Source: an optimization exercise on an open RTL-to-GDS flow (aim: small area). Production flows keep margins and buffers that such runs may drop.
In this exercise RTL edits were held to simulation tests only and were not proved equivalent to the original.

<file path="flow/design.v">
module processing_element (
    input clk, reset,
    input [15:0] in_a, in_b,
    output reg [15:0] out_a, out_b,
    output reg [31:0] acc
);
  wire [15:0] na, nb;
  pe_inv16 u_ia (.a(in_a), .y(na));
  pe_inv16 u_ib (.a(in_b), .y(nb));
  wire pp_0_0 = ~(na[0] | nb[0]);
  wire pp_0_1 = ~(na[0] | nb[1]);
  wire pp_0_2 = ~(na[0] | nb[2]);
  wire pp_0_3 = ~(na[0] | nb[3]);
  wire pp_0_4 = ~(na[0] | nb[4]);
  wire pp_0_5 = ~(na[0] | nb[5]);
  wire pp_0_6 = ~(na[0] | nb[6]);
  wire pp_0_7 = ~(na[0] | nb[7]);
  wire pp_0_8 = ~(na[0] | nb[8]);
  wire pp_0_9 = ~(na[0] | nb[9]);
  wire pp_0_10 = ~(na[0] | nb[10]);
  wire pp_0_11 = ~(na[0] | nb[11]);
  wire pp_0_12 = ~(na[0] | nb[12]);
  wire pp_0_13 = ~(na[0] | nb[13]);
  wire pp_0_14 = ~(na[0] | nb[14]);
  wire pp_0_15 = ~(na[0] | nb[15]);
  wire pp_1_0 = ~(na[1] | nb[0]);
  wire pp_1_1 = ~(na[1] | nb[1]);
  wire pp_1_2 = ~(na[1] | nb[2]);
  wire pp_1_3 = ~(na[1] | nb[3]);
  wire pp_1_4 = ~(na[1] | nb[4]);
  wire pp_1_5 = ~(na[1] | nb[5]);
  wire pp_1_6 = ~(na[1] | nb[6]);
  wire pp_1_7 = ~(na[1] | nb[7]);
  wire pp_1_8 = ~(na[1] | nb[8]);
  wire pp_1_9 = ~(na[1] | nb[9]);
  wire pp_1_10 = ~(na[1] | nb[10]);
  wire pp_1_11 = ~(na[1] | nb[11]);
  wire pp_1_12 = ~(na[1] | nb[12]);
  wire pp_1_13 = ~(na[1] | nb[13]);
  wire pp_1_14 = ~(na[1] | nb[14]);
  wire pp_1_15 = ~(na[1] | nb[15]);
  wire pp_2_0 = ~(na[2] | nb[0]);
  wire pp_2_1 = ~(na[2] | nb[1]);
  wire pp_2_2 = ~(na[2] | nb[2]);
  wire pp_2_3 = ~(na[2] | nb[3]);
  wire pp_2_4 = ~(na[2] | nb[4]);
  wire pp_2_5 = ~(na[2] | nb[5]);
  wire pp_2_6 = ~(na[2] | nb[6]);
  wire pp_2_7 = ~(na[2] | nb[7]);
  wire pp_2_8 = ~(na[2] | nb[8]);
  wire pp_2_9 = ~(na[2] | nb[9]);
  wire pp_2_10 = ~(na[2] | nb[10]);
  wire pp_2_11 = ~(na[2] | nb[11]);
  wire pp_2_12 = ~(na[2] | nb[12]);
  wire pp_2_13 = ~(na[2] | nb[13]);
  wire pp_2_14 = ~(na[2] | nb[14]);
  wire pp_2_15 = ~(na[2] | nb[15]);
  wire pp_3_0 = ~(na[3] | nb[0]);
  wire pp_3_1 = ~(na[3] | nb[1]);
  wire pp_3_2 = ~(na[3] | nb[2]);
  wire pp_3_3 = ~(na[3] | nb[3]);
  wire pp_3_4 = ~(na[3] | nb[4]);
  wire pp_3_5 = ~(na[3] | nb[5]);
  wire pp_3_6 = ~(na[3] | nb[6]);
  wire pp_3_7 = ~(na[3] | nb[7]);
  wire pp_3_8 = ~(na[3] | nb[8]);
  wire pp_3_9 = ~(na[3] | nb[9]);
  wire pp_3_10 = ~(na[3] | nb[10]);
  wire pp_3_11 = ~(na[3] | nb[11]);
  wire pp_3_12 = ~(na[3] | nb[12]);
  wire pp_3_13 = ~(na[3] | nb[13]);
  wire pp_3_14 = ~(na[3] | nb[14]);
  wire pp_3_15 = ~(na[3] | nb[15]);
  wire pp_4_0 = ~(na[4] | nb[0]);
  wire pp_4_1 = ~(na[4] | nb[1]);
  wire pp_4_2 = ~(na[4] | nb[2]);
  wire pp_4_3 = ~(na[4] | nb[3]);
  wire pp_4_4 = ~(na[4] | nb[4]);
  wire pp_4_5 = ~(na[4] | nb[5]);
  wire pp_4_6 = ~(na[4] | nb[6]);
  wire pp_4_7 = ~(na[4] | nb[7]);
  wire pp_4_8 = ~(na[4] | nb[8]);
  wire pp_4_9 = ~(na[4] | nb[9]);
  wire pp_4_10 = ~(na[4] | nb[10]);
  wire pp_4_11 = ~(na[4] | nb[11]);
  wire pp_4_12 = ~(na[4] | nb[12]);
  wire pp_4_13 = ~(na[4] | nb[13]);
  wire pp_4_14 = ~(na[4] | nb[14]);
  wire pp_4_15 = ~(na[4] | nb[15]);
  wire pp_5_0 = ~(na[5] | nb[0]);
  wire pp_5_1 = ~(na[5] | nb[1]);
  wire pp_5_2 = ~(na[5] | nb[2]);
  wire pp_5_3 = ~(na[5] | nb[3]);
  wire pp_5_4 = ~(na[5] | nb[4]);
  wire pp_5_5 = ~(na[5] | nb[5]);
  wire pp_5_6 = ~(na[5] | nb[6]);
  wire pp_5_7 = ~(na[5] | nb[7]);
  wire pp_5_8 = ~(na[5] | nb[8]);
  wire pp_5_9 = ~(na[5] | nb[9]);
  wire pp_5_10 = ~(na[5] | nb[10]);
  wire pp_5_11 = ~(na[5] | nb[11]);
  wire pp_5_12 = ~(na[5] | nb[12]);
  wire pp_5_13 = ~(na[5] | nb[13]);
  wire pp_5_14 = ~(na[5] | nb[14]);
  wire pp_5_15 = ~(na[5] | nb[15]);
  wire pp_6_0 = ~(na[6] | nb[0]);
  wire pp_6_1 = ~(na[6] | nb[1]);
  wire pp_6_2 = ~(na[6] | nb[2]);
  wire pp_6_3 = ~(na[6] | nb[3]);
  wire pp_6_4 = ~(na[6] | nb[4]);
  wire pp_6_5 = ~(na[6] | nb[5]);
  wire pp_6_6 = ~(na[6] | nb[6]);
  wire pp_6_7 = ~(na[6] | nb[7]);
  wire pp_6_8 = ~(na[6] | nb[8]);
  wire pp_6_9 = ~(na[6] | nb[9]);
  wire pp_6_10 = ~(na[6] | nb[10]);
  wire pp_6_11 = ~(na[6] | nb[11]);
  wire pp_6_12 = ~(na[6] | nb[12]);
  wire pp_6_13 = ~(na[6] | nb[13]);
  wire pp_6_14 = ~(na[6] | nb[14]);
  wire pp_6_15 = ~(na[6] | nb[15]);
  wire pp_7_0 = ~(na[7] | nb[0]);
  wire pp_7_1 = ~(na[7] | nb[1]);
  wire pp_7_2 = ~(na[7] | nb[2]);
  wire pp_7_3 = ~(na[7] | nb[3]);
  wire pp_7_4 = ~(na[7] | nb[4]);
  wire pp_7_5 = ~(na[7] | nb[5]);
  wire pp_7_6 = ~(na[7] | nb[6]);
  wire pp_7_7 = ~(na[7] | nb[7]);
  wire pp_7_8 = ~(na[7] | nb[8]);
  wire pp_7_9 = ~(na[7] | nb[9]);
  wire pp_7_10 = ~(na[7] | nb[10]);
  wire pp_7_11 = ~(na[7] | nb[11]);
  wire pp_7_12 = ~(na[7] | nb[12]);
  wire pp_7_13 = ~(na[7] | nb[13]);
  wire pp_7_14 = ~(na[7] | nb[14]);
  wire pp_7_15 = ~(na[7] | nb[15]);
  wire pp_8_0 = ~(na[8] | nb[0]);
  wire pp_8_1 = ~(na[8] | nb[1]);
  wire pp_8_2 = ~(na[8] | nb[2]);
  wire pp_8_3 = ~(na[8] | nb[3]);
  wire pp_8_4 = ~(na[8] | nb[4]);
  wire pp_8_5 = ~(na[8] | nb[5]);
  wire pp_8_6 = ~(na[8] | nb[6]);
  wire pp_8_7 = ~(na[8] | nb[7]);
  wire pp_8_8 = ~(na[8] | nb[8]);
  wire pp_8_9 = ~(na[8] | nb[9]);
  wire pp_8_10 = ~(na[8] | nb[10]);
  wire pp_8_11 = ~(na[8] | nb[11]);
  wire pp_8_12 = ~(na[8] | nb[12]);
  wire pp_8_13 = ~(na[8] | nb[13]);
  wire pp_8_14 = ~(na[8] | nb[14]);
  wire pp_8_15 = ~(na[8] | nb[15]);
  wire pp_9_0 = ~(na[9] | nb[0]);
  wire pp_9_1 = ~(na[9] | nb[1]);
  wire pp_9_2 = ~(na[9] | nb[2]);
  wire pp_9_3 = ~(na[9] | nb[3]);
  wire pp_9_4 = ~(na[9] | nb[4]);
  wire pp_9_5 = ~(na[9] | nb[5]);
  wire pp_9_6 = ~(na[9] | nb[6]);
  wire pp_9_7 = ~(na[9] | nb[7]);
  wire pp_9_8 = ~(na[9] | nb[8]);
  wire pp_9_9 = ~(na[9] | nb[9]);
  wire pp_9_10 = ~(na[9] | nb[10]);
  wire pp_9_11 = ~(na[9] | nb[11]);
  wire pp_9_12 = ~(na[9] | nb[12]);
  wire pp_9_13 = ~(na[9] | nb[13]);
  wire pp_9_14 = ~(na[9] | nb[14]);
  wire pp_9_15 = ~(na[9] | nb[15]);
  wire pp_10_0 = ~(na[10] | nb[0]);
  wire pp_10_1 = ~(na[10] | nb[1]);
  wire pp_10_2 = ~(na[10] | nb[2]);
  wire pp_10_3 = ~(na[10] | nb[3]);
  wire pp_10_4 = ~(na[10] | nb[4]);
  wire pp_10_5 = ~(na[10] | nb[5]);
  wire pp_10_6 = ~(na[10] | nb[6]);
  wire pp_10_7 = ~(na[10] | nb[7]);
  wire pp_10_8 = ~(na[10] | nb[8]);
  wire pp_10_9 = ~(na[10] | nb[9]);
  wire pp_10_10 = ~(na[10] | nb[10]);
  wire pp_10_11 = ~(na[10] | nb[11]);
  wire pp_10_12 = ~(na[10] | nb[12]);
  wire pp_10_13 = ~(na[10] | nb[13]);
  wire pp_10_14 = ~(na[10] | nb[14]);
  wire pp_10_15 = ~(na[10] | nb[15]);
  wire pp_11_0 = ~(na[11] | nb[0]);
  wire pp_11_1 = ~(na[11] | nb[1]);
  wire pp_11_2 = ~(na[11] | nb[2]);
  wire pp_11_3 = ~(na[11] | nb[3]);
  wire pp_11_4 = ~(na[11] | nb[4]);
  wire pp_11_5 = ~(na[11] | nb[5]);
  wire pp_11_6 = ~(na[11] | nb[6]);
  wire pp_11_7 = ~(na[11] | nb[7]);
  wire pp_11_8 = ~(na[11] | nb[8]);
  wire pp_11_9 = ~(na[11] | nb[9]);
  wire pp_11_10 = ~(na[11] | nb[10]);
  wire pp_11_11 = ~(na[11] | nb[11]);
  wire pp_11_12 = ~(na[11] | nb[12]);
  wire pp_11_13 = ~(na[11] | nb[13]);
  wire pp_11_14 = ~(na[11] | nb[14]);
  wire pp_11_15 = ~(na[11] | nb[15]);
  wire pp_12_0 = ~(na[12] | nb[0]);
  wire pp_12_1 = ~(na[12] | nb[1]);
  wire pp_12_2 = ~(na[12] | nb[2]);
  wire pp_12_3 = ~(na[12] | nb[3]);
  wire pp_12_4 = ~(na[12] | nb[4]);
  wire pp_12_5 = ~(na[12] | nb[5]);
  wire pp_12_6 = ~(na[12] | nb[6]);
  wire pp_12_7 = ~(na[12] | nb[7]);
  wire pp_12_8 = ~(na[12] | nb[8]);
  wire pp_12_9 = ~(na[12] | nb[9]);
  wire pp_12_10 = ~(na[12] | nb[10]);
  wire pp_12_11 = ~(na[12] | nb[11]);
  wire pp_12_12 = ~(na[12] | nb[12]);
  wire pp_12_13 = ~(na[12] | nb[13]);
  wire pp_12_14 = ~(na[12] | nb[14]);
  wire pp_12_15 = ~(na[12] | nb[15]);
  wire pp_13_0 = ~(na[13] | nb[0]);
  wire pp_13_1 = ~(na[13] | nb[1]);
  wire pp_13_2 = ~(na[13] | nb[2]);
  wire pp_13_3 = ~(na[13] | nb[3]);
  wire pp_13_4 = ~(na[13] | nb[4]);
  wire pp_13_5 = ~(na[13] | nb[5]);
  wire pp_13_6 = ~(na[13] | nb[6]);
  wire pp_13_7 = ~(na[13] | nb[7]);
  wire pp_13_8 = ~(na[13] | nb[8]);
  wire pp_13_9 = ~(na[13] | nb[9]);
  wire pp_13_10 = ~(na[13] | nb[10]);
  wire pp_13_11 = ~(na[13] | nb[11]);
  wire pp_13_12 = ~(na[13] | nb[12]);
  wire pp_13_13 = ~(na[13] | nb[13]);
  wire pp_13_14 = ~(na[13] | nb[14]);
  wire pp_13_15 = ~(na[13] | nb[15]);
  wire pp_14_0 = ~(na[14] | nb[0]);
  wire pp_14_1 = ~(na[14] | nb[1]);
  wire pp_14_2 = ~(na[14] | nb[2]);
  wire pp_14_3 = ~(na[14] | nb[3]);
  wire pp_14_4 = ~(na[14] | nb[4]);
  wire pp_14_5 = ~(na[14] | nb[5]);
  wire pp_14_6 = ~(na[14] | nb[6]);
  wire pp_14_7 = ~(na[14] | nb[7]);
  wire pp_14_8 = ~(na[14] | nb[8]);
  wire pp_14_9 = ~(na[14] | nb[9]);
  wire pp_14_10 = ~(na[14] | nb[10]);
  wire pp_14_11 = ~(na[14] | nb[11]);
  wire pp_14_12 = ~(na[14] | nb[12]);
  wire pp_14_13 = ~(na[14] | nb[13]);
  wire pp_14_14 = ~(na[14] | nb[14]);
  wire pp_14_15 = ~(na[14] | nb[15]);
  wire pp_15_0 = ~(na[15] | nb[0]);
  wire pp_15_1 = ~(na[15] | nb[1]);
  wire pp_15_2 = ~(na[15] | nb[2]);
  wire pp_15_3 = ~(na[15] | nb[3]);
  wire pp_15_4 = ~(na[15] | nb[4]);
  wire pp_15_5 = ~(na[15] | nb[5]);
  wire pp_15_6 = ~(na[15] | nb[6]);
  wire pp_15_7 = ~(na[15] | nb[7]);
  wire pp_15_8 = ~(na[15] | nb[8]);
  wire pp_15_9 = ~(na[15] | nb[9]);
  wire pp_15_10 = ~(na[15] | nb[10]);
  wire pp_15_11 = ~(na[15] | nb[11]);
  wire pp_15_12 = ~(na[15] | nb[12]);
  wire pp_15_13 = ~(na[15] | nb[13]);
  wire pp_15_14 = ~(na[15] | nb[14]);
  wire pp_15_15 = ~(na[15] | nb[15]);
  wire s1, c2;
  pe_ha u_s1 (.a(acc[12]), .b(pp_0_12), .s(s1), .co(c2));
  wire s3, c4;
  pe_fa u_s3 (.a(acc[13]), .b(pp_0_13), .c(pp_1_12), .s(s3), .co(c4));
  wire s5, c6;
  pe_ha u_s5 (.a(pp_2_11), .b(pp_3_10), .s(s5), .co(c6));
  wire s7, c8;
  pe_fa u_s7 (.a(acc[14]), .b(pp_0_14), .c(pp_1_13), .s(s7), .co(c8));
  wire s9, c10;
  pe_fa u_s9 (.a(pp_2_12), .b(pp_3_11), .c(pp_4_10), .s(s9), .co(c10));
  wire s11, c12;
  pe_ha u_s11 (.a(pp_5_9), .b(pp_6_8), .s(s11), .co(c12));
  wire s13, c14;
  pe_fa u_s13 (.a(acc[15]), .b(pp_0_15), .c(pp_1_14), .s(s13), .co(c14));
  wire s15, c16;
  pe_fa u_s15 (.a(pp_2_13), .b(pp_3_12), .c(pp_4_11), .s(s15), .co(c16));
  wire s17, c18;
  pe_fa u_s17 (.a(pp_5_10), .b(pp_6_9), .c(pp_7_8), .s(s17), .co(c18));
  wire s19, c20;
  pe_ha u_s19 (.a(pp_8_7), .b(pp_9_6), .s(s19), .co(c20));
  wire s21, c22;
  pe_fa u_s21 (.a(acc[16]), .b(pp_1_15), .c(pp_2_14), .s(s21), .co(c22));
  wire s23, c24;
  pe_fa u_s23 (.a(pp_3_13), .b(pp_4_12), .c(pp_5_11), .s(s23), .co(c24));
  wire s25, c26;
  pe_fa u_s25 (.a(pp_6_10), .b(pp_7_9), .c(pp_8_8), .s(s25), .co(c26));
  wire s27, c28;
  pe_ha u_s27 (.a(pp_9_7), .b(pp_10_6), .s(s27), .co(c28));
  wire s29, c30;
  pe_fa u_s29 (.a(acc[17]), .b(pp_2_15), .c(pp_3_14), .s(s29), .co(c30));
  wire s31, c32;
  pe_fa u_s31 (.a(pp_4_13), .b(pp_5_12), .c(pp_6_11), .s(s31), .co(c32));
  wire s33, c34;
  pe_fa u_s33 (.a(pp_7_10), .b(pp_8_9), .c(pp_9_8), .s(s33), .co(c34));
  wire s35, c36;
  pe_fa u_s35 (.a(acc[18]), .b(pp_3_15), .c(pp_4_14), .s(s35), .co(c36));
  wire s37, c38;
  pe_fa u_s37 (.a(pp_5_13), .b(pp_6_12), .c(pp_7_11), .s(s37), .co(c38));
  wire s39, c40;
  pe_fa u_s39 (.a(acc[19]), .b(pp_4_15), .c(pp_5_14), .s(s39), .co(c40));
  wire s41, c42;
  pe_ha u_s41 (.a(acc[8]), .b(pp_0_8), .s(s41), .co(c42));
  wire s43, c44;
  pe_fa u_s43 (.a(acc[9]), .b(pp_0_9), .c(pp_1_8), .s(s43), .co(c44));
  wire s45, c46;
  pe_ha u_s45 (.a(pp_2_7), .b(pp_3_6), .s(s45), .co(c46));
  wire s47, c48;
  pe_fa u_s47 (.a(acc[10]), .b(pp_0_10), .c(pp_1_9), .s(s47), .co(c48));
  wire s49, c50;
  pe_fa u_s49 (.a(pp_2_8), .b(pp_3_7), .c(pp_4_6), .s(s49), .co(c50));
  wire s51, c52;
  pe_ha u_s51 (.a(pp_5_5), .b(pp_6_4), .s(s51), .co(c52));
  wire s53, c54;
  pe_fa u_s53 (.a(acc[11]), .b(pp_0_11), .c(pp_1_10), .s(s53), .co(c54));
  wire s55, c56;
  pe_fa u_s55 (.a(pp_2_9), .b(pp_3_8), .c(pp_4_7), .s(s55), .co(c56));
  wire s57, c58;
  pe_fa u_s57 (.a(pp_5_6), .b(pp_6_5), .c(pp_7_4), .s(s57), .co(c58));
  wire s59, c60;
  pe_ha u_s59 (.a(pp_8_3), .b(pp_9_2), .s(s59), .co(c60));
  wire s61, c62;
  pe_fa u_s61 (.a(pp_1_11), .b(pp_2_10), .c(pp_3_9), .s(s61), .co(c62));
  wire s63, c64;
  pe_fa u_s63 (.a(pp_4_8), .b(pp_5_7), .c(pp_6_6), .s(s63), .co(c64));
  wire s65, c66;
  pe_fa u_s65 (.a(pp_7_5), .b(pp_8_4), .c(pp_9_3), .s(s65), .co(c66));
  wire s67, c68;
  pe_fa u_s67 (.a(pp_10_2), .b(pp_11_1), .c(pp_12_0), .s(s67), .co(c68));
  wire s69, c70;
  pe_fa u_s69 (.a(pp_4_9), .b(pp_5_8), .c(pp_6_7), .s(s69), .co(c70));
  wire s71, c72;
  pe_fa u_s71 (.a(pp_7_6), .b(pp_8_5), .c(pp_9_4), .s(s71), .co(c72));
  wire s73, c74;
  pe_fa u_s73 (.a(pp_10_3), .b(pp_11_2), .c(pp_12_1), .s(s73), .co(c74));
  wire s75, c76;
  pe_fa u_s75 (.a(pp_13_0), .b(c2), .c(s5), .s(s75), .co(c76));
  wire s77, c78;
  pe_fa u_s77 (.a(pp_7_7), .b(pp_8_6), .c(pp_9_5), .s(s77), .co(c78));
  wire s79, c80;
  pe_fa u_s79 (.a(pp_10_4), .b(pp_11_3), .c(pp_12_2), .s(s79), .co(c80));
  wire s81, c82;
  pe_fa u_s81 (.a(pp_13_1), .b(pp_14_0), .c(c6), .s(s81), .co(c82));
  wire s83, c84;
  pe_fa u_s83 (.a(s11), .b(c4), .c(c70), .s(s83), .co(c84));
  wire s85, c86;
  pe_fa u_s85 (.a(pp_10_5), .b(pp_11_4), .c(pp_12_3), .s(s85), .co(c86));
  wire s87, c88;
  pe_fa u_s87 (.a(pp_13_2), .b(pp_14_1), .c(pp_15_0), .s(s87), .co(c88));
  wire s89, c90;
  pe_fa u_s89 (.a(c12), .b(s19), .c(c8), .s(s89), .co(c90));
  wire s91, c92;
  pe_fa u_s91 (.a(c10), .b(c78), .c(c80), .s(s91), .co(c92));
  wire s93, c94;
  pe_fa u_s93 (.a(pp_11_5), .b(pp_12_4), .c(pp_13_3), .s(s93), .co(c94));
  wire s95, c96;
  pe_fa u_s95 (.a(pp_14_2), .b(pp_15_1), .c(c20), .s(s95), .co(c96));
  wire s97, c98;
  pe_fa u_s97 (.a(s27), .b(c14), .c(c16), .s(s97), .co(c98));
  wire s99, c100;
  pe_fa u_s99 (.a(c18), .b(c86), .c(c88), .s(s99), .co(c100));
  wire s101, c102;
  pe_fa u_s101 (.a(pp_10_7), .b(pp_11_6), .c(pp_12_5), .s(s101), .co(c102));
  wire s103, c104;
  pe_fa u_s103 (.a(pp_13_4), .b(pp_14_3), .c(pp_15_2), .s(s103), .co(c104));
  wire s105, c106;
  pe_fa u_s105 (.a(c28), .b(c22), .c(c24), .s(s105), .co(c106));
  wire s107, c108;
  pe_fa u_s107 (.a(c26), .b(c94), .c(s29), .s(s107), .co(c108));
  wire s109, c110;
  pe_fa u_s109 (.a(pp_8_10), .b(pp_9_9), .c(pp_10_8), .s(s109), .co(c110));
  wire s111, c112;
  pe_fa u_s111 (.a(pp_11_7), .b(pp_12_6), .c(pp_13_5), .s(s111), .co(c112));
  wire s113, c114;
  pe_fa u_s113 (.a(pp_14_4), .b(pp_15_3), .c(c30), .s(s113), .co(c114));
  wire s115, c116;
  pe_fa u_s115 (.a(c32), .b(c34), .c(c102), .s(s115), .co(c116));
  wire s117, c118;
  pe_fa u_s117 (.a(pp_6_13), .b(pp_7_12), .c(pp_8_11), .s(s117), .co(c118));
  wire s119, c120;
  pe_fa u_s119 (.a(pp_9_10), .b(pp_10_9), .c(pp_11_8), .s(s119), .co(c120));
  wire s121, c122;
  pe_fa u_s121 (.a(pp_12_7), .b(pp_13_6), .c(pp_14_5), .s(s121), .co(c122));
  wire s123, c124;
  pe_fa u_s123 (.a(pp_15_4), .b(c36), .c(c38), .s(s123), .co(c124));
  wire s125, c126;
  pe_fa u_s125 (.a(acc[20]), .b(pp_5_15), .c(pp_6_14), .s(s125), .co(c126));
  wire s127, c128;
  pe_fa u_s127 (.a(pp_7_13), .b(pp_8_12), .c(pp_9_11), .s(s127), .co(c128));
  wire s129, c130;
  pe_fa u_s129 (.a(pp_10_10), .b(pp_11_9), .c(pp_12_8), .s(s129), .co(c130));
  wire s131, c132;
  pe_fa u_s131 (.a(pp_13_7), .b(pp_14_6), .c(pp_15_5), .s(s131), .co(c132));
  wire s133, c134;
  pe_fa u_s133 (.a(acc[21]), .b(pp_6_15), .c(pp_7_14), .s(s133), .co(c134));
  wire s135, c136;
  pe_fa u_s135 (.a(pp_8_13), .b(pp_9_12), .c(pp_10_11), .s(s135), .co(c136));
  wire s137, c138;
  pe_fa u_s137 (.a(pp_11_10), .b(pp_12_9), .c(pp_13_8), .s(s137), .co(c138));
  wire s139, c140;
  pe_fa u_s139 (.a(acc[22]), .b(pp_7_15), .c(pp_8_14), .s(s139), .co(c140));
  wire s141, c142;
  pe_fa u_s141 (.a(pp_9_13), .b(pp_10_12), .c(pp_11_11), .s(s141), .co(c142));
  wire s143, c144;
  pe_fa u_s143 (.a(acc[23]), .b(pp_8_15), .c(pp_9_14), .s(s143), .co(c144));
  wire s145, c146;
  pe_ha u_s145 (.a(acc[5]), .b(pp_0_5), .s(s145), .co(c146));
  wire s147, c148;
  pe_fa u_s147 (.a(acc[6]), .b(pp_0_6), .c(pp_1_5), .s(s147), .co(c148));
  wire s149, c150;
  pe_ha u_s149 (.a(pp_2_4), .b(pp_3_3), .s(s149), .co(c150));
  wire s151, c152;
  pe_fa u_s151 (.a(acc[7]), .b(pp_0_7), .c(pp_1_6), .s(s151), .co(c152));
  wire s153, c154;
  pe_fa u_s153 (.a(pp_2_5), .b(pp_3_4), .c(pp_4_3), .s(s153), .co(c154));
  wire s155, c156;
  pe_ha u_s155 (.a(pp_5_2), .b(pp_6_1), .s(s155), .co(c156));
  wire s157, c158;
  pe_fa u_s157 (.a(pp_1_7), .b(pp_2_6), .c(pp_3_5), .s(s157), .co(c158));
  wire s159, c160;
  pe_fa u_s159 (.a(pp_4_4), .b(pp_5_3), .c(pp_6_2), .s(s159), .co(c160));
  wire s161, c162;
  pe_fa u_s161 (.a(pp_7_1), .b(pp_8_0), .c(c156), .s(s161), .co(c162));
  wire s163, c164;
  pe_fa u_s163 (.a(pp_4_5), .b(pp_5_4), .c(pp_6_3), .s(s163), .co(c164));
  wire s165, c166;
  pe_fa u_s165 (.a(pp_7_2), .b(pp_8_1), .c(pp_9_0), .s(s165), .co(c166));
  wire s167, c168;
  pe_fa u_s167 (.a(c42), .b(s45), .c(c158), .s(s167), .co(c168));
  wire s169, c170;
  pe_fa u_s169 (.a(pp_7_3), .b(pp_8_2), .c(pp_9_1), .s(s169), .co(c170));
  wire s171, c172;
  pe_fa u_s171 (.a(pp_10_0), .b(c46), .c(s51), .s(s171), .co(c172));
  wire s173, c174;
  pe_fa u_s173 (.a(c44), .b(c164), .c(c166), .s(s173), .co(c174));
  wire s175, c176;
  pe_fa u_s175 (.a(pp_10_1), .b(pp_11_0), .c(c52), .s(s175), .co(c176));
  wire s177, c178;
  pe_fa u_s177 (.a(s59), .b(c48), .c(c50), .s(s177), .co(c178));
  wire s179, c180;
  pe_fa u_s179 (.a(c170), .b(s53), .c(s55), .s(s179), .co(c180));
  wire s181, c182;
  pe_fa u_s181 (.a(c60), .b(s1), .c(c54), .s(s181), .co(c182));
  wire s183, c184;
  pe_fa u_s183 (.a(c56), .b(c58), .c(s61), .s(s183), .co(c184));
  wire s185, c186;
  pe_fa u_s185 (.a(s63), .b(s65), .c(s67), .s(s185), .co(c186));
  wire s187, c188;
  pe_fa u_s187 (.a(c62), .b(c64), .c(c66), .s(s187), .co(c188));
  wire s189, c190;
  pe_fa u_s189 (.a(c68), .b(s3), .c(s69), .s(s189), .co(c190));
  wire s191, c192;
  pe_fa u_s191 (.a(s71), .b(s73), .c(s75), .s(s191), .co(c192));
  wire s193, c194;
  pe_fa u_s193 (.a(c72), .b(c74), .c(s7), .s(s193), .co(c194));
  wire s195, c196;
  pe_fa u_s195 (.a(s9), .b(s77), .c(s79), .s(s195), .co(c196));
  wire s197, c198;
  pe_fa u_s197 (.a(s81), .b(c76), .c(c188), .s(s197), .co(c198));
  wire s199, c200;
  pe_fa u_s199 (.a(s13), .b(s15), .c(s17), .s(s199), .co(c200));
  wire s201, c202;
  pe_fa u_s201 (.a(s85), .b(s87), .c(c82), .s(s201), .co(c202));
  wire s203, c204;
  pe_fa u_s203 (.a(c84), .b(c194), .c(c196), .s(s203), .co(c204));
  wire s205, c206;
  pe_fa u_s205 (.a(s21), .b(s23), .c(s25), .s(s205), .co(c206));
  wire s207, c208;
  pe_fa u_s207 (.a(s93), .b(s95), .c(c90), .s(s207), .co(c208));
  wire s209, c210;
  pe_fa u_s209 (.a(c92), .b(c200), .c(s97), .s(s209), .co(c210));
  wire s211, c212;
  pe_fa u_s211 (.a(s31), .b(s33), .c(s101), .s(s211), .co(c212));
  wire s213, c214;
  pe_fa u_s213 (.a(s103), .b(c96), .c(c98), .s(s213), .co(c214));
  wire s215, c216;
  pe_fa u_s215 (.a(c100), .b(c206), .c(s105), .s(s215), .co(c216));
  wire s217, c218;
  pe_fa u_s217 (.a(c104), .b(s35), .c(s37), .s(s217), .co(c218));
  wire s219, c220;
  pe_fa u_s219 (.a(s109), .b(s111), .c(c106), .s(s219), .co(c220));
  wire s221, c222;
  pe_fa u_s221 (.a(c108), .b(c212), .c(s113), .s(s221), .co(c222));
  wire s223, c224;
  pe_fa u_s223 (.a(c110), .b(c112), .c(s39), .s(s223), .co(c224));
  wire s225, c226;
  pe_fa u_s225 (.a(s117), .b(s119), .c(s121), .s(s225), .co(c226));
  wire s227, c228;
  pe_fa u_s227 (.a(c114), .b(c116), .c(c218), .s(s227), .co(c228));
  wire s229, c230;
  pe_fa u_s229 (.a(c40), .b(c118), .c(c120), .s(s229), .co(c230));
  wire s231, c232;
  pe_fa u_s231 (.a(c122), .b(s125), .c(s127), .s(s231), .co(c232));
  wire s233, c234;
  pe_fa u_s233 (.a(s129), .b(s131), .c(c124), .s(s233), .co(c234));
  wire s235, c236;
  pe_fa u_s235 (.a(pp_14_7), .b(pp_15_6), .c(c126), .s(s235), .co(c236));
  wire s237, c238;
  pe_fa u_s237 (.a(c128), .b(c130), .c(c132), .s(s237), .co(c238));
  wire s239, c240;
  pe_fa u_s239 (.a(s133), .b(s135), .c(s137), .s(s239), .co(c240));
  wire s241, c242;
  pe_fa u_s241 (.a(pp_12_10), .b(pp_13_9), .c(pp_14_8), .s(s241), .co(c242));
  wire s243, c244;
  pe_fa u_s243 (.a(pp_15_7), .b(c134), .c(c136), .s(s243), .co(c244));
  wire s245, c246;
  pe_fa u_s245 (.a(c138), .b(s139), .c(s141), .s(s245), .co(c246));
  wire s247, c248;
  pe_fa u_s247 (.a(pp_10_13), .b(pp_11_12), .c(pp_12_11), .s(s247), .co(c248));
  wire s249, c250;
  pe_fa u_s249 (.a(pp_13_10), .b(pp_14_9), .c(pp_15_8), .s(s249), .co(c250));
  wire s251, c252;
  pe_fa u_s251 (.a(c140), .b(c142), .c(c242), .s(s251), .co(c252));
  wire s253, c254;
  pe_fa u_s253 (.a(acc[24]), .b(pp_9_15), .c(pp_10_14), .s(s253), .co(c254));
  wire s255, c256;
  pe_fa u_s255 (.a(pp_11_13), .b(pp_12_12), .c(pp_13_11), .s(s255), .co(c256));
  wire s257, c258;
  pe_fa u_s257 (.a(pp_14_10), .b(pp_15_9), .c(c144), .s(s257), .co(c258));
  wire s259, c260;
  pe_fa u_s259 (.a(acc[25]), .b(pp_10_15), .c(pp_11_14), .s(s259), .co(c260));
  wire s261, c262;
  pe_fa u_s261 (.a(pp_12_13), .b(pp_13_12), .c(pp_14_11), .s(s261), .co(c262));
  wire s263, c264;
  pe_fa u_s263 (.a(acc[26]), .b(pp_11_15), .c(pp_12_14), .s(s263), .co(c264));
  wire s265, c266;
  pe_ha u_s265 (.a(acc[3]), .b(pp_0_3), .s(s265), .co(c266));
  wire s267, c268;
  pe_fa u_s267 (.a(acc[4]), .b(pp_0_4), .c(pp_1_3), .s(s267), .co(c268));
  wire s269, c270;
  pe_ha u_s269 (.a(pp_2_2), .b(pp_3_1), .s(s269), .co(c270));
  wire s271, c272;
  pe_fa u_s271 (.a(pp_1_4), .b(pp_2_3), .c(pp_3_2), .s(s271), .co(c272));
  wire s273, c274;
  pe_fa u_s273 (.a(pp_4_1), .b(pp_5_0), .c(c270), .s(s273), .co(c274));
  wire s275, c276;
  pe_fa u_s275 (.a(pp_4_2), .b(pp_5_1), .c(pp_6_0), .s(s275), .co(c276));
  wire s277, c278;
  pe_fa u_s277 (.a(c146), .b(s149), .c(c272), .s(s277), .co(c278));
  wire s279, c280;
  pe_fa u_s279 (.a(pp_7_0), .b(c150), .c(s155), .s(s279), .co(c280));
  wire s281, c282;
  pe_fa u_s281 (.a(c148), .b(c276), .c(s151), .s(s281), .co(c282));
  wire s283, c284;
  pe_fa u_s283 (.a(s41), .b(c152), .c(c154), .s(s283), .co(c284));
  wire s285, c286;
  pe_fa u_s285 (.a(s157), .b(s159), .c(s161), .s(s285), .co(c286));
  wire s287, c288;
  pe_fa u_s287 (.a(c160), .b(s43), .c(s163), .s(s287), .co(c288));
  wire s289, c290;
  pe_fa u_s289 (.a(s165), .b(c162), .c(c284), .s(s289), .co(c290));
  wire s291, c292;
  pe_fa u_s291 (.a(s47), .b(s49), .c(s169), .s(s291), .co(c292));
  wire s293, c294;
  pe_fa u_s293 (.a(s171), .b(c168), .c(c288), .s(s293), .co(c294));
  wire s295, c296;
  pe_fa u_s295 (.a(s57), .b(s175), .c(c172), .s(s295), .co(c296));
  wire s297, c298;
  pe_fa u_s297 (.a(c174), .b(c292), .c(s177), .s(s297), .co(c298));
  wire s299, c300;
  pe_fa u_s299 (.a(c176), .b(c178), .c(c180), .s(s299), .co(c300));
  wire s301, c302;
  pe_fa u_s301 (.a(s181), .b(s183), .c(s185), .s(s301), .co(c302));
  wire s303, c304;
  pe_fa u_s303 (.a(c182), .b(c184), .c(c186), .s(s303), .co(c304));
  wire s305, c306;
  pe_fa u_s305 (.a(s187), .b(s189), .c(s191), .s(s305), .co(c306));
  wire s307, c308;
  pe_fa u_s307 (.a(c190), .b(s83), .c(s193), .s(s307), .co(c308));
  wire s309, c310;
  pe_fa u_s309 (.a(s195), .b(c192), .c(s197), .s(s309), .co(c310));
  wire s311, c312;
  pe_fa u_s311 (.a(s89), .b(s91), .c(s199), .s(s311), .co(c312));
  wire s313, c314;
  pe_fa u_s313 (.a(s201), .b(c198), .c(c308), .s(s313), .co(c314));
  wire s315, c316;
  pe_fa u_s315 (.a(s99), .b(s205), .c(c202), .s(s315), .co(c316));
  wire s317, c318;
  pe_fa u_s317 (.a(c204), .b(s207), .c(c312), .s(s317), .co(c318));
  wire s319, c320;
  pe_fa u_s319 (.a(s107), .b(s211), .c(c208), .s(s319), .co(c320));
  wire s321, c322;
  pe_fa u_s321 (.a(s213), .b(c210), .c(s215), .s(s321), .co(c322));
  wire s323, c324;
  pe_fa u_s323 (.a(s115), .b(s217), .c(c214), .s(s323), .co(c324));
  wire s325, c326;
  pe_fa u_s325 (.a(s219), .b(c216), .c(s221), .s(s325), .co(c326));
  wire s327, c328;
  pe_fa u_s327 (.a(s123), .b(s223), .c(s225), .s(s327), .co(c328));
  wire s329, c330;
  pe_fa u_s329 (.a(c220), .b(c222), .c(s227), .s(s329), .co(c330));
  wire s331, c332;
  pe_fa u_s331 (.a(c224), .b(c226), .c(s229), .s(s331), .co(c332));
  wire s333, c334;
  pe_fa u_s333 (.a(s231), .b(c228), .c(s233), .s(s333), .co(c334));
  wire s335, c336;
  pe_fa u_s335 (.a(c230), .b(c232), .c(s235), .s(s335), .co(c336));
  wire s337, c338;
  pe_fa u_s337 (.a(s237), .b(s239), .c(c234), .s(s337), .co(c338));
  wire s339, c340;
  pe_fa u_s339 (.a(s241), .b(c236), .c(c238), .s(s339), .co(c340));
  wire s341, c342;
  pe_fa u_s341 (.a(c240), .b(s243), .c(s245), .s(s341), .co(c342));
  wire s343, c344;
  pe_fa u_s343 (.a(s143), .b(s247), .c(s249), .s(s343), .co(c344));
  wire s345, c346;
  pe_fa u_s345 (.a(c244), .b(c246), .c(s251), .s(s345), .co(c346));
  wire s347, c348;
  pe_fa u_s347 (.a(c248), .b(c250), .c(s253), .s(s347), .co(c348));
  wire s349, c350;
  pe_fa u_s349 (.a(s255), .b(c252), .c(c344), .s(s349), .co(c350));
  wire s351, c352;
  pe_fa u_s351 (.a(pp_15_10), .b(c254), .c(c256), .s(s351), .co(c352));
  wire s353, c354;
  pe_fa u_s353 (.a(s259), .b(s261), .c(c258), .s(s353), .co(c354));
  wire s355, c356;
  pe_fa u_s355 (.a(pp_13_13), .b(pp_14_12), .c(pp_15_11), .s(s355), .co(c356));
  wire s357, c358;
  pe_fa u_s357 (.a(c260), .b(c262), .c(s263), .s(s357), .co(c358));
  wire s359, c360;
  pe_fa u_s359 (.a(acc[27]), .b(pp_12_15), .c(pp_13_14), .s(s359), .co(c360));
  wire s361, c362;
  pe_fa u_s361 (.a(pp_14_13), .b(pp_15_12), .c(c264), .s(s361), .co(c362));
  wire s363, c364;
  pe_fa u_s363 (.a(acc[28]), .b(pp_13_15), .c(pp_14_14), .s(s363), .co(c364));
  wire s365, c366;
  pe_ha u_s365 (.a(acc[2]), .b(pp_0_2), .s(s365), .co(c366));
  wire s367, c368;
  pe_fa u_s367 (.a(pp_1_2), .b(pp_2_1), .c(pp_3_0), .s(s367), .co(c368));
  wire s369, c370;
  pe_fa u_s369 (.a(pp_4_0), .b(c266), .c(s269), .s(s369), .co(c370));
  wire s371, c372;
  pe_fa u_s371 (.a(s145), .b(c268), .c(s271), .s(s371), .co(c372));
  wire s373, c374;
  pe_fa u_s373 (.a(s147), .b(s275), .c(c274), .s(s373), .co(c374));
  wire s375, c376;
  pe_fa u_s375 (.a(s153), .b(s279), .c(c278), .s(s375), .co(c376));
  wire s377, c378;
  pe_fa u_s377 (.a(c280), .b(c282), .c(s283), .s(s377), .co(c378));
  wire s379, c380;
  pe_fa u_s379 (.a(s167), .b(s287), .c(c286), .s(s379), .co(c380));
  wire s381, c382;
  pe_fa u_s381 (.a(s173), .b(s291), .c(c290), .s(s381), .co(c382));
  wire s383, c384;
  pe_fa u_s383 (.a(s179), .b(s295), .c(c294), .s(s383), .co(c384));
  wire s385, c386;
  pe_fa u_s385 (.a(c296), .b(c298), .c(s299), .s(s385), .co(c386));
  wire s387, c388;
  pe_fa u_s387 (.a(c300), .b(c302), .c(s303), .s(s387), .co(c388));
  wire s389, c390;
  pe_fa u_s389 (.a(c304), .b(s307), .c(c306), .s(s389), .co(c390));
  wire s391, c392;
  pe_fa u_s391 (.a(s203), .b(s311), .c(c310), .s(s391), .co(c392));
  wire s393, c394;
  pe_fa u_s393 (.a(s209), .b(s315), .c(c314), .s(s393), .co(c394));
  wire s395, c396;
  pe_fa u_s395 (.a(c316), .b(s319), .c(c318), .s(s395), .co(c396));
  wire s397, c398;
  pe_fa u_s397 (.a(c320), .b(s323), .c(c322), .s(s397), .co(c398));
  wire s399, c400;
  pe_fa u_s399 (.a(s327), .b(c324), .c(c326), .s(s399), .co(c400));
  wire s401, c402;
  pe_fa u_s401 (.a(c328), .b(s331), .c(c330), .s(s401), .co(c402));
  wire s403, c404;
  pe_fa u_s403 (.a(c332), .b(s335), .c(c334), .s(s403), .co(c404));
  wire s405, c406;
  pe_fa u_s405 (.a(s339), .b(c336), .c(s341), .s(s405), .co(c406));
  wire s407, c408;
  pe_fa u_s407 (.a(s343), .b(c340), .c(c342), .s(s407), .co(c408));
  wire s409, c410;
  pe_fa u_s409 (.a(s257), .b(s347), .c(c346), .s(s409), .co(c410));
  wire s411, c412;
  pe_fa u_s411 (.a(c348), .b(s351), .c(c350), .s(s411), .co(c412));
  wire s413, c414;
  pe_fa u_s413 (.a(s355), .b(c352), .c(s357), .s(s413), .co(c414));
  wire s415, c416;
  pe_fa u_s415 (.a(c356), .b(s359), .c(c358), .s(s415), .co(c416));
  wire s417, c418;
  pe_fa u_s417 (.a(pp_15_13), .b(c360), .c(s363), .s(s417), .co(c418));
  wire s419, c420;
  pe_fa u_s419 (.a(acc[29]), .b(pp_14_15), .c(pp_15_14), .s(s419), .co(c420));
  wire s421, c422;
  pe_ha u_s421 (.a(acc[1]), .b(pp_0_1), .s(s421), .co(c422));
  wire s423, c424;
  pe_fa u_s423 (.a(pp_1_1), .b(pp_2_0), .c(c422), .s(s423), .co(c424));
  wire s425, c426;
  pe_fa u_s425 (.a(c366), .b(s265), .c(s367), .s(s425), .co(c426));
  wire s427, c428;
  pe_fa u_s427 (.a(c368), .b(s267), .c(s369), .s(s427), .co(c428));
  wire s429, c430;
  pe_fa u_s429 (.a(s273), .b(c370), .c(s371), .s(s429), .co(c430));
  wire s431, c432;
  pe_fa u_s431 (.a(c372), .b(s277), .c(s373), .s(s431), .co(c432));
  wire s433, c434;
  pe_fa u_s433 (.a(s281), .b(c374), .c(s375), .s(s433), .co(c434));
  wire s435, c436;
  pe_fa u_s435 (.a(s285), .b(c376), .c(s377), .s(s435), .co(c436));
  wire s437, c438;
  pe_fa u_s437 (.a(s289), .b(c378), .c(s379), .s(s437), .co(c438));
  wire s439, c440;
  pe_fa u_s439 (.a(s293), .b(c380), .c(s381), .s(s439), .co(c440));
  wire s441, c442;
  pe_fa u_s441 (.a(s297), .b(c382), .c(s383), .s(s441), .co(c442));
  wire s443, c444;
  pe_fa u_s443 (.a(s301), .b(c384), .c(s385), .s(s443), .co(c444));
  wire s445, c446;
  pe_fa u_s445 (.a(s305), .b(c386), .c(s387), .s(s445), .co(c446));
  wire s447, c448;
  pe_fa u_s447 (.a(s309), .b(c388), .c(s389), .s(s447), .co(c448));
  wire s449, c450;
  pe_fa u_s449 (.a(s313), .b(c390), .c(s391), .s(s449), .co(c450));
  wire s451, c452;
  pe_fa u_s451 (.a(s317), .b(c392), .c(s393), .s(s451), .co(c452));
  wire s453, c454;
  pe_fa u_s453 (.a(s321), .b(c394), .c(s395), .s(s453), .co(c454));
  wire s455, c456;
  pe_fa u_s455 (.a(s325), .b(c396), .c(s397), .s(s455), .co(c456));
  wire s457, c458;
  pe_fa u_s457 (.a(s329), .b(c398), .c(s399), .s(s457), .co(c458));
  wire s459, c460;
  pe_fa u_s459 (.a(s333), .b(c400), .c(s401), .s(s459), .co(c460));
  wire s461, c462;
  pe_fa u_s461 (.a(s337), .b(s403), .c(c402), .s(s461), .co(c462));
  wire s463, c464;
  pe_fa u_s463 (.a(c338), .b(s405), .c(c404), .s(s463), .co(c464));
  wire s465, c466;
  pe_fa u_s465 (.a(s345), .b(c406), .c(s407), .s(s465), .co(c466));
  wire s467, c468;
  pe_fa u_s467 (.a(s349), .b(c408), .c(s409), .s(s467), .co(c468));
  wire s469, c470;
  pe_fa u_s469 (.a(s353), .b(c410), .c(s411), .s(s469), .co(c470));
  wire s471, c472;
  pe_fa u_s471 (.a(c354), .b(s413), .c(c412), .s(s471), .co(c472));
  wire s473, c474;
  pe_fa u_s473 (.a(s361), .b(c414), .c(s415), .s(s473), .co(c474));
  wire s475, c476;
  pe_fa u_s475 (.a(c362), .b(s417), .c(c416), .s(s475), .co(c476));
  wire s477, c478;
  pe_fa u_s477 (.a(c364), .b(s419), .c(c418), .s(s477), .co(c478));
  wire s479, c480;
  pe_fa u_s479 (.a(acc[30]), .b(pp_15_15), .c(c420), .s(s479), .co(c480));
  wire s481;
  assign s481 = acc[31] ^ c480;
  wire s482, c483;
  pe_ha u_s482 (.a(pp_0_0), .b(acc[0]), .s(s482), .co(c483));
  wire s484, c485;
  pe_fa u_s484 (.a(pp_1_0), .b(s421), .c(c483), .s(s484), .co(c485));
  wire s486, c487;
  pe_fa u_s486 (.a(s365), .b(s423), .c(c485), .s(s486), .co(c487));
  wire s488, c489;
  pe_fa u_s488 (.a(c424), .b(s425), .c(c487), .s(s488), .co(c489));
  wire s490, c491;
  pe_fa u_s490 (.a(c426), .b(s427), .c(c489), .s(s490), .co(c491));
  wire s492, c493;
  pe_fa u_s492 (.a(c428), .b(s429), .c(c491), .s(s492), .co(c493));
  wire s494, c495;
  pe_fa u_s494 (.a(c430), .b(s431), .c(c493), .s(s494), .co(c495));
  wire g496 = c495;
  wire p497 = 1'b0;
  wire g498 = c432 & s433;
  wire p499 = c432 ^ s433;
  wire g500 = c434 & s435;
  wire p501 = c434 ^ s435;
  wire g502 = c436 & s437;
  wire p503 = c436 ^ s437;
  wire g504 = c438 & s439;
  wire p505 = c438 ^ s439;
  wire g506 = c440 & s441;
  wire p507 = c440 ^ s441;
  wire g508 = c442 & s443;
  wire p509 = c442 ^ s443;
  wire g510 = c444 & s445;
  wire p511 = c444 ^ s445;
  wire g512 = c446 & s447;
  wire p513 = c446 ^ s447;
  wire g514 = c448 & s449;
  wire p515 = c448 ^ s449;
  wire g516 = c450 & s451;
  wire p517 = c450 ^ s451;
  wire g518 = c452 & s453;
  wire p519 = c452 ^ s453;
  wire g520 = c454 & s455;
  wire p521 = c454 ^ s455;
  wire g522 = c456 & s457;
  wire p523 = c456 ^ s457;
  wire g524 = c458 & s459;
  wire p525 = c458 ^ s459;
  wire g526 = c460 & s461;
  wire p527 = c460 ^ s461;
  wire g528 = c462 & s463;
  wire p529 = c462 ^ s463;
  wire g530 = c464 & s465;
  wire p531 = c464 ^ s465;
  wire g532 = c466 & s467;
  wire p533 = c466 ^ s467;
  wire g534 = c468 & s469;
  wire p535 = c468 ^ s469;
  wire g536 = c470 & s471;
  wire p537 = c470 ^ s471;
  wire g538 = c472 & s473;
  wire p539 = c472 ^ s473;
  wire g540 = c474 & s475;
  wire p541 = c474 ^ s475;
  wire g542 = c476 & s477;
  wire p543 = c476 ^ s477;
  wire g544 = c478 & s479;
  wire p545 = c478 ^ s479;
  wire G546 = g498 | (p499 & g496);
  wire G547 = g502 | (p503 & g500);
  wire P548 = p503 & p501;
  wire G549 = g506 | (p507 & g504);
  wire P550 = p507 & p505;
  wire G551 = g510 | (p511 & g508);
  wire P552 = p511 & p509;
  wire G553 = g514 | (p515 & g512);
  wire P554 = p515 & p513;
  wire G555 = g518 | (p519 & g516);
  wire P556 = p519 & p517;
  wire G557 = g522 | (p523 & g520);
  wire P558 = p523 & p521;
  wire G559 = g526 | (p527 & g524);
  wire P560 = p527 & p525;
  wire G561 = g530 | (p531 & g528);
  wire P562 = p531 & p529;
  wire G563 = g534 | (p535 & g532);
  wire P564 = p535 & p533;
  wire G565 = g538 | (p539 & g536);
  wire P566 = p539 & p537;
  wire G567 = g542 | (p543 & g540);
  wire P568 = p543 & p541;
  wire G569 = G547 | (P548 & G546);
  wire G570 = G551 | (P552 & G549);
  wire P571 = P552 & P550;
  wire G572 = G555 | (P556 & G553);
  wire P573 = P556 & P554;
  wire G574 = G559 | (P560 & G557);
  wire P575 = P560 & P558;
  wire G576 = G563 | (P564 & G561);
  wire P577 = P564 & P562;
  wire G578 = G567 | (P568 & G565);
  wire P579 = P568 & P566;
  wire G580 = G570 | (P571 & G569);
  wire G581 = G574 | (P575 & G572);
  wire P582 = P575 & P573;
  wire G583 = G578 | (P579 & G576);
  wire P584 = P579 & P577;
  wire G585 = G581 | (P582 & G580);
  wire G586 = G583 | (P584 & G585);
  wire G587 = G572 | (P573 & G580);
  wire G588 = G576 | (P577 & G585);
  wire G589 = G549 | (P550 & G569);
  wire G590 = G553 | (P554 & G580);
  wire G591 = G557 | (P558 & G587);
  wire G592 = G561 | (P562 & G585);
  wire G593 = G565 | (P566 & G588);
  wire G594 = g500 | (p501 & G546);
  wire G595 = g504 | (p505 & G569);
  wire G596 = g508 | (p509 & G589);
  wire G597 = g512 | (p513 & G580);
  wire G598 = g516 | (p517 & G590);
  wire G599 = g520 | (p521 & G587);
  wire G600 = g524 | (p525 & G591);
  wire G601 = g528 | (p529 & G585);
  wire G602 = g532 | (p533 & G592);
  wire G603 = g536 | (p537 & G588);
  wire G604 = g540 | (p541 & G593);
  wire G605 = g544 | (p545 & G586);
  wire o606 = p499 ^ g496;
  wire o607 = p501 ^ G546;
  wire o608 = p503 ^ G594;
  wire o609 = p505 ^ G569;
  wire o610 = p507 ^ G595;
  wire o611 = p509 ^ G589;
  wire o612 = p511 ^ G596;
  wire o613 = p513 ^ G580;
  wire o614 = p515 ^ G597;
  wire o615 = p517 ^ G590;
  wire o616 = p519 ^ G598;
  wire o617 = p521 ^ G587;
  wire o618 = p523 ^ G599;
  wire o619 = p525 ^ G591;
  wire o620 = p527 ^ G600;
  wire o621 = p529 ^ G585;
  wire o622 = p531 ^ G601;
  wire o623 = p533 ^ G592;
  wire o624 = p535 ^ G602;
  wire o625 = p537 ^ G588;
  wire o626 = p539 ^ G603;
  wire o627 = p541 ^ G593;
  wire o628 = p543 ^ G604;
  wire o629 = p545 ^ G586;
  wire o630 = s481 ^ G605;
  wire [31:0] nxt;
  assign nxt[0] = s482;
  assign nxt[1] = s484;
  assign nxt[2] = s486;
  assign nxt[3] = s488;
  assign nxt[4] = s490;
  assign nxt[5] = s492;
  assign nxt[6] = s494;
  assign nxt[7] = o606;
  assign nxt[8] = o607;
  assign nxt[9] = o608;
  assign nxt[10] = o609;
  assign nxt[11] = o610;
  assign nxt[12] = o611;
  assign nxt[13] = o612;
  assign nxt[14] = o613;
  assign nxt[15] = o614;
  assign nxt[16] = o615;
  assign nxt[17] = o616;
  assign nxt[18] = o617;
  assign nxt[19] = o618;
  assign nxt[20] = o619;
  assign nxt[21] = o620;
  assign nxt[22] = o621;
  assign nxt[23] = o622;
  assign nxt[24] = o623;
  assign nxt[25] = o624;
  assign nxt[26] = o625;
  assign nxt[27] = o626;
  assign nxt[28] = o627;
  assign nxt[29] = o628;
  assign nxt[30] = o629;
  assign nxt[31] = o630;
  always @(posedge clk or posedge reset) begin
    if (reset) begin
      acc <= 32'b0; out_a <= 16'b0; out_b <= 16'b0;
    end else begin
      acc <= nxt;
      out_a <= in_a; out_b <= in_b;
    end
  end
endmodule
module pe_fa (input a, b, c, output s, co);
  assign s = a ^ b ^ c;
  assign co = (a & b) | (a & c) | (b & c);
endmodule
module pe_ha (input a, b, output s, co);
  assign s = a ^ b;
  assign co = a & b;
endmodule
module pe_inv16 (input [15:0] a, output [15:0] y);
  assign y = ~a;
endmodule
</file>
<file path="flow/flow/run.sh">
#!/bin/bash
# Standard ORFS layout, with smaller port buffers and no CTS dummy loads.
set -euo pipefail
export BUFFER_PORTS_ARGS="-buffer_cell sky130_fd_sc_hd__buf_1"
export CTS_ARGS="-sink_clustering_enable -repair_clock_nets -dont_use_dummy_load"
bash standard.sh > flow_make.log 2>&1
</file>
<file path="flow/standard.sh">
#!/bin/bash
# synth_recipe.tcl (not shown) runs the flow's synth.tcl, then flattens the netlist and writes it again
# the make line also repeats each setting of config.mk as NAME=value (left out here)
make -C /OpenROAD-flow-scripts/flow DESIGN_CONFIG=/design/flow/config.mk WORK_HOME=/design/flow/orfs CLKGATE_MAP_FILE= SYNTH_SCRIPT=/design/flow/synth_recipe.tcl "${@:-finish}"
</file>
<file path="flow/config.mk">
export PLATFORM = sky130hd
export DESIGN_NAME = processing_element
export DESIGN_NICKNAME = processing_element
export VERILOG_FILES = /design/flow/design.v
export SDC_FILE = /design/flow/constraint.sdc
export NUM_CORES = 4
export LEC_CHECK = 0
export CAP_MARGIN = 0
export CORE_MARGIN = 2
export CORE_UTILIZATION = 40
export CTS_BUF_LIST = sky130_fd_sc_hd__clkbuf_4
export GPL_TIMING_DRIVEN = 0
export SLEW_MARGIN = 0
export SYNTH_HIERARCHICAL = 1
</file>
<file path="flow/constraint.sdc">
create_clock -name core_clock -period 8.0 [get_ports {clk}]
set_input_delay 1.6000 -clock core_clock [delete_from_list [all_inputs] [get_ports {clk}]]
set_output_delay 1.6000 -clock core_clock [all_outputs]
set_load 0.01 [all_outputs]
</file>
==> flow_metrics.tcl, run 1 <==
set metrics [dict create \
    status "timing/DRC/antenna clean" \
    grtUsageTotal 0.224 \
    drtIter0Drc 397 \
    grtUsageMet2 0.379 \
    clk_pin_slew_ns 0.05 \
    timing.final.crit_share 0.941 \
    finalMaxSlewViolations 0 \
    ys_warn_count 7 \
    crit_top_cell "fa_1" \
    clk_latency_ns 0.34 \
    max_slew.worst_pin.slew_ns 0.831 \
    vias_per_cell 5.13 \
    rsz0062_at_grt "false" \
    ioPinCount 98 \
    setup_violations 0 \
    hold_viol 0 \
    synth-seq-cells 64 \
    finalCriticalPeriod_ns 7.53 \
    num_rows 54 \
    grt_pass1_wl_um 39400 \
    hp-class "flip-flop to flip-flop" \
    synth_cell_types 29 \
    use_met1 0.297 \
    totalWireLength_um 23900 \
    cp_slowest_stage_delay_ns 0.46 \
    worstPathArrival_ns 7.76 \
    post_cts_buffers 0 \
    start_kind "input port" \
    grt_max_degree 65 \
    met3_usage 0.0376 \
    antenna_found_initial 0 \
    root_buffer "clkbuf_16" \
    worstPathRequired_ns 8.23 \
    skew_ns 0.00378 \
    yosysSeqAreaShare 0.183 \
    wl_per_cell_um 20.6 \
    synthesis.area_sq_um 8750 \
    io_buffers 97 \
    grt_overflow_total 0 \
    cp_cell_sequence "buf_1 > inv_1 > clkbuf_1 > clkbuf_1 > nor2_1 > ha_1 > fa_1 > fa_1 > fa_1 > fa_1 > fa_1 > fa_1 > fa_1 > a211oi_2 > o211a_1 > and4bb_1 > a211oi_2 > a311oi_2 > fa_1 > xnor2_1" \
    grt_pass1_vias 7000 \
    ctsHoldBuffers 0 \
    die-width_um 152 \
    syn_to_final_growth_pct 10.8 \
    crit_path_top_delay_cell "clkbuf_1" \
    vias 5955 \
    cp-end-kind "flip-flop" \
    fmax_mhz 133 \
    hpwl_um 19300 \
    cp_max_fo 10 \
    start_util 0.405 \
    ant_nets 0 \
    htree_levels 3 \
    layout-drive-gt1-share 0.0170 \
    slew_headroom 0.446 \
    dieArea_sq_um 23100 \
    die_h_um 152 \
    nNetsFinal 1198 \
    fin_setup_tns_ns 0 \
    drc 0 \
    syn-mean-instance-area_sq_um 11.3 \
    coreArea_sq_um 21600 \
    grt-busiest-layer "met2" \
    critical_path.top_delay_family "adder cells" \
    ctsResizeCount 0 \
    tritoncts "yes" \
    cts-buffers-inserted 9 \
    clock_sinks 64 \
    worstSetupPathType "input port to flip-flop" \
    cts_buffer_depth 2 \
    drtPass1Iterations 7 \
    drv_cap 0 \
    diodes 0 \
    netlist_instances 774 \
    critPathBufInv 4 \
    globalplace.congestion 0.916 \
]
worst reg2reg max path: cells and delay by family (launching register included):
kind,cells,cell delay [ns]
adders and majority gates,9,3.66
AOI/OAI and AO/OA,4,1.15
DFF,1,0.41
and+or+nand+nor,1,0.24
xor gates and xnor gates,1,0.14
cell families (layout without fill, tap and decap cells):
| family | after synthesis | count (layout) | synth area share |
|---|---|---|---|
| compound gates | 28 | 28 | 0.0243 |
| fa+ha+maj | 282 | 282 | 0.611 |
| buf+inv | 112 | 218 | 0.0480 |
| xor+xnor | 13 | 13 | 0.0130 |
| flops | 64 | 64 | 0.183 |
| simple gates | 275 | 275 | 0.120 |
Yosys stat by module, one instance, submodules excluded:
module | cell area (sq um) | flip-flops and latches | times used | cells
processing_element | 3820 | 64 | 1 | 495
pe_inv16 | 60.1 | 0 | 2 | 16
pe_ha | 12.5 | 0 | 17 | 1
pe_fa | 20.0 | 0 | 230 | 1
cell type report:
| cell class | instances | area [sq um] |
|---|---|---|
| Clock buffer | 9 | 225 |
| Fill cell | 2040 | 11900 |
| Multi-Input combinational cell | 598 | 6730 |
| Inverter | 48 | 183 |
| Timing Repair Buffer | 97 | 364 |
| Buffer | 64 | 240 |
| Sequential cell | 64 | 1600 |
| Tap cell | 280 | 350 |
layer usage:
metal / part of all wire / up-vias
met5: 0 / -
met4: 0.031 / 0
met3: 0.054 / 43
met2: 0.51 / 222
met1: 0.41 / 3171
li1: - / 2519
cells in the final DEF, fill, tap and decap left out:
cell type,synthesis,final
nor2_1,261,261
fa_1,243,243
buf_1,7,104
dfrtp_1,64,64
clkbuf_1,57,57
inv_1,48,47
ha_1,39,39
a21oi_1,11,11
clkbuf_16,0,9
nand2_1,7,7
xor2_1,7,7
xnor2_1,6,6
o21ai_1,4,4
a211oi_2,2,2
o21a_1,2,2
nand4_1,2,2
a21o_1,1,1
o211ai_2,1,1
o211a_1,1,1
o211ai_1,1,1
o221ai_4,1,1
o21ai_0,1,1
o21bai_1,1,1
nor2b_1,1,1
and4bb_1,1,1
nor3_1,1,1
a311oi_2,1,1
a31oi_1,1,1
nand3_1,1,1
and2_1,1,1
inv_4,0,1
metrics by stage:
stage / cells / util / hold WS (ns) / worst slack, ns / instance area, sq um
after CTS: 1160 / 0.448 / 0.517 / 0.487 / 9700
after global routing: 1160 / 0.448 / 0.543 / 0.170 / 9700
after floorplan: 774 / - / 0.532 / 1.27 / 8750
final: 1160 / 0.448 / 0.517 / 0.469 / 9700
after detailed placement: 1151 / 0.438 / 0.505 / 0.184 / 9470
after global placement: 1151 / 0.438 / 0.478 / 0.193 / 9470
worst paths after layout:
path,startpoint,endpoint,slack [ns],cells past startpoint
setup / recovery,in_b[1],acc[31]$_DFF_PP0_,0.47,20
hold / removal,acc[0]$_DFF_PP0_,acc[0]$_DFF_PP0_,0.52,1
setup reg to reg,acc[1]$_DFF_PP0_,acc[31]$_DFF_PP0_,2.28,15
hold reg to reg,acc[0]$_DFF_PP0_,acc[0]$_DFF_PP0_,0.52,1
max in group asynchronous,reset,acc[22]$_DFF_PP0_,6.04,2
min in group asynchronous,reset,acc[4]$_DFF_PP0_,1.42,2
synth_stat cells:
library cell	n	share of area
and2_1	1	0.00072
buf_1	7	0.0030
o211ai_2	1	0.0014
nand3_1	1	0.00057
dfrtp_1	64	0.18
o211a_1	1	0.0011
xnor2_1	6	0.0060
a311oi_2	1	0.0017
o221ai_4	1	0.0030
a211oi_2	2	0.0029
nor2b_1	1	0.00072
inv_1	48	0.021
ha_1	39	0.056
nor2_1	261	0.11
nand4_1	2	0.0014
o21bai_1	1	0.00086
nand2_1	7	0.0030
a21oi_1	11	0.0063
clkbuf_1	57	0.024
a31oi_1	1	0.00072
o21a_1	2	0.0017
a21o_1	1	0.00086
and4bb_1	1	0.0014
o21ai_1	4	0.0023
o21ai_0	1	0.00057
fa_1	243	0.56
xor2_1	7	0.0070
nor3_1	1	0.00057
o211ai_1	1	0.00086
sequential cells by signal, indices dropped and copies added (netlist names):
name   count
acc       32
out_a     16
out_b     16
==> run 2, diff against run 1 <==
==> flow/flow/run.sh (replaced) <==
#!/bin/bash
# Standard ORFS layout, with smaller port buffers, synthesis buffers removed
# at floorplan, and a clock tree of small buffers without dummy loads.
set -euo pipefail
export BUFFER_PORTS_ARGS="-buffer_cell sky130_fd_sc_hd__buf_1"
export REMOVE_ABC_BUFFERS=1
export CTS_ARGS="-sink_clustering_enable -repair_clock_nets -dont_use_dummy_load -buf_list sky130_fd_sc_hd__clkbuf_8"
bash standard.sh > flow_make.log 2>&1
--- a/flow/config.mk
+++ b/flow/config.mk
@@ -8,7 +8,6 @@
 export CAP_MARGIN = 0
 export CORE_MARGIN = 2
 export CORE_UTILIZATION = 40
-export CTS_BUF_LIST = sky130_fd_sc_hd__clkbuf_4
 export GPL_TIMING_DRIVEN = 0
 export SLEW_MARGIN = 0
 export SYNTH_HIERARCHICAL = 1
==> run 2 against run 1 <==
Net effect: still clean on timing, DRC and antenna; area after synthesis is the same; wire length shrank 7.0%; die area is the same; global-route usage shrank 1.2 points; core utilization shrank 1.6 points; clock skew grew 0.020 ns; critical path depth shrank 2; largest cell class unchanged.
==> flow_metrics.tcl, run 2 <==
set metrics [dict create \
    hold_depth 1 \
    ctsResizeCount 0 \
    diodes 0 \
    synth_top_area_cell "fa_1" \
    nNetsFinal 1134 \
    post_cts_buffers 0 \
    timing.final.crit_share 0.892 \
    globalplace.congestion 0.814 \
    status "timing/DRC/antenna clean" \
    cp_max_fo 16 \
    reg2reg_from "acc[1]$_DFF_PP0_" \
    clk_pin_slew_ns 0.08 \
    synth_most_common_cell "nor2_1" \
    synthArstFlopShare 1.00 \
    worstSetupPathType "input port to flip-flop" \
    num_rows 54 \
    drv_cap 0 \
    worstPathRequired_ns 8.24 \
    clk_latency_ns 0.37 \
    wl_per_cell_um 20.3 \
    clock_sinks 64 \
    vias_per_cell 5.17 \
    drtIter0Drc 312 \
    drtPass1Iterations 5 \
    cp_slowest_stage_delay_ns 0.49 \
    die-width_um 152 \
    ys.flop_type "dfrtp_1" \
    layout-drive-gt1-share 0.0184 \
    max_slew.worst_pin.slew_ns 0.827 \
    io_buffers 97 \
    layoutNonFillerInstCount 1096 \
    finalMaxSlewViolations 0 \
    drc 0 \
    ioPinCount 98 \
    r2r_cells 15 \
    worstPathArrival_ns 7.38 \
    ant_nets 0 \
    ff2ff_setup_slack_ns 2.39 \
    skew_ns 0.0241 \
    vias 5669 \
    slew_headroom 0.448 \
    syn-mean-instance-area_sq_um 11.3 \
    largest_register_ffs 32 \
    grt_pass1_vias 6813 \
    yosysSeqAreaShare 0.183 \
    placed_cells 1087 \
    mostFrequentLayoutCells "nor2_1 (261), fa_1 (243), buf_1 (97), dfrtp_1 (64), inv_1 (47)" \
    dieArea_sq_um 23100 \
    ctsHoldBuffers 0 \
    nFillCells 2081 \
    totalWireLength_um 22200 \
    largestRegisters "acc (32), out_a (16), out_b (16)" \
    start_kind "input port" \
    synthesis.area_sq_um 8750 \
    fmax_mhz 140 \
    grt_pass1_wl_um 37400 \
    synth-seq-cells 64 \
    worst_hold_startpoint "acc[0]$_DFF_PP0_" \
    cts-buffers-inserted 9 \
    tritoncts "yes" \
    rsz0062_at_grt "false" \
    crit_top_cell "fa_1" \
    netlist_instances 774 \
    yosys-top-cells-count "nor2_1 (261), fa_1 (243), dfrtp_1 (64)" \
]
==> run 2: cells by family after synthesis <==
| family | Yosys count | share of synthesized area |
|---|---|---|
| buf+inv | 112 | 0.0480 |
| xor+xnor | 13 | 0.0130 |
| flops | 64 | 0.183 |
| simple gates | 275 | 0.120 |
| fa+ha+maj | 282 | 0.611 |
| compound gates | 28 | 0.0243 |
==> run 2: per-module statistics from Yosys, one instance, submodules excluded <==
module | flip-flops and latches | cell area (sq um)
pe_inv16 | 0 | 60.1
processing_element | 64 | 3820
pe_fa | 0 | 20.0
pe_ha | 0 | 12.5
==> run 2: cell type report <==
cell class	count	area, sq um	share of cell area
clock buffers	9	124	0.0132
repair buffers	97	364	0.0389
inverters	48	183	0.0195
flip-flops and latches	64	1600	0.171
well taps	280	350	0.0374
multi-input cells	598	6730	0.720
==> run 2: critical path: cells and delay by family <==
| kind | cells | cell delay, ns |
|---|---|---|
| compound gates | 4 | 1.11 |
| xor+xnor | 1 | 0.14 |
| fa+ha+maj | 9 | 3.62 |
| buf+inv | 2 | 0.57 |
| simple gates | 2 | 0.34 |
==> run 2: stage by stage <==
step	setup WS, ns	cell area, sq um	utilization	hold slack (ns)
after global routing	0.592	9360	0.433	0.517
after detailed placement	0.478	9230	0.427	0.488
after CTS	0.851	9360	0.433	0.507
after floorplan	1.53	8510	-	0.532
final	0.860	9360	0.433	0.504
after global placement	0.495	9230	0.427	0.480
==> run 2: worst max path at each step <==
stage | endpoint | slack (ns) | cells after the start | startpoint
final | acc[31]$_DFF_PP0_ | 0.86 | 18 | in_a[0]
after global routing | acc[31]$_DFF_PP0_ | 0.59 | 18 | in_a[0]
after CTS | acc[31]$_DFF_PP0_ | 0.85 | 18 | in_a[0]
after detailed placement | acc[31]$_DFF_PP0_ | 0.48 | 18 | in_a[0]
after global placement | acc[31]$_DFF_PP0_ | 0.50 | 18 | in_a[0]
after floorplan | acc[31]$_DFF_PP0_ | 1.53 | 17 | in_a[0]
==> run 2: per-layer routing <==
metal | global-route usage | share of wire
met4 | 0.0863 | 0.035
met3 | 0.0405 | 0.053
met5 | 0 | 0
met2 | 0.357 | 0.50
met1 | 0.270 | 0.41

[afterwards: timing with drivers on the ports]
No port has a modelled driver above. Below, the same layouts with a new extraction and two added sets of constraints.
Step 1 sets driving cells, clkbuf_16 on the clock port and buf_2 on the other inputs (assumed; they add their load-dependent delay and slew).
Step 2 also shifts input and output timing later by t, the mid clock arrival at the registers, as if the neighbouring blocks saw the same clock.
Slacks: ideal / step 1 / step 2; pairs: ideal / step 1.
| run | t, ns | setup WS [ns] | worst slew at a driven data input, ns |
|---|---|---|---|
| run 1 | 0.388 | 0.469 / 0.494 / 0.106 | 0.05 |
| run 2 | 0.401 | 0.860 / 0.875 / 0.474 | 0.05 |
After both steps every run listed still meets setup and hold. The setup slack of run 2, which loses most, moves by +0.015 ns with the drivers and by -0.386 ns with both steps.
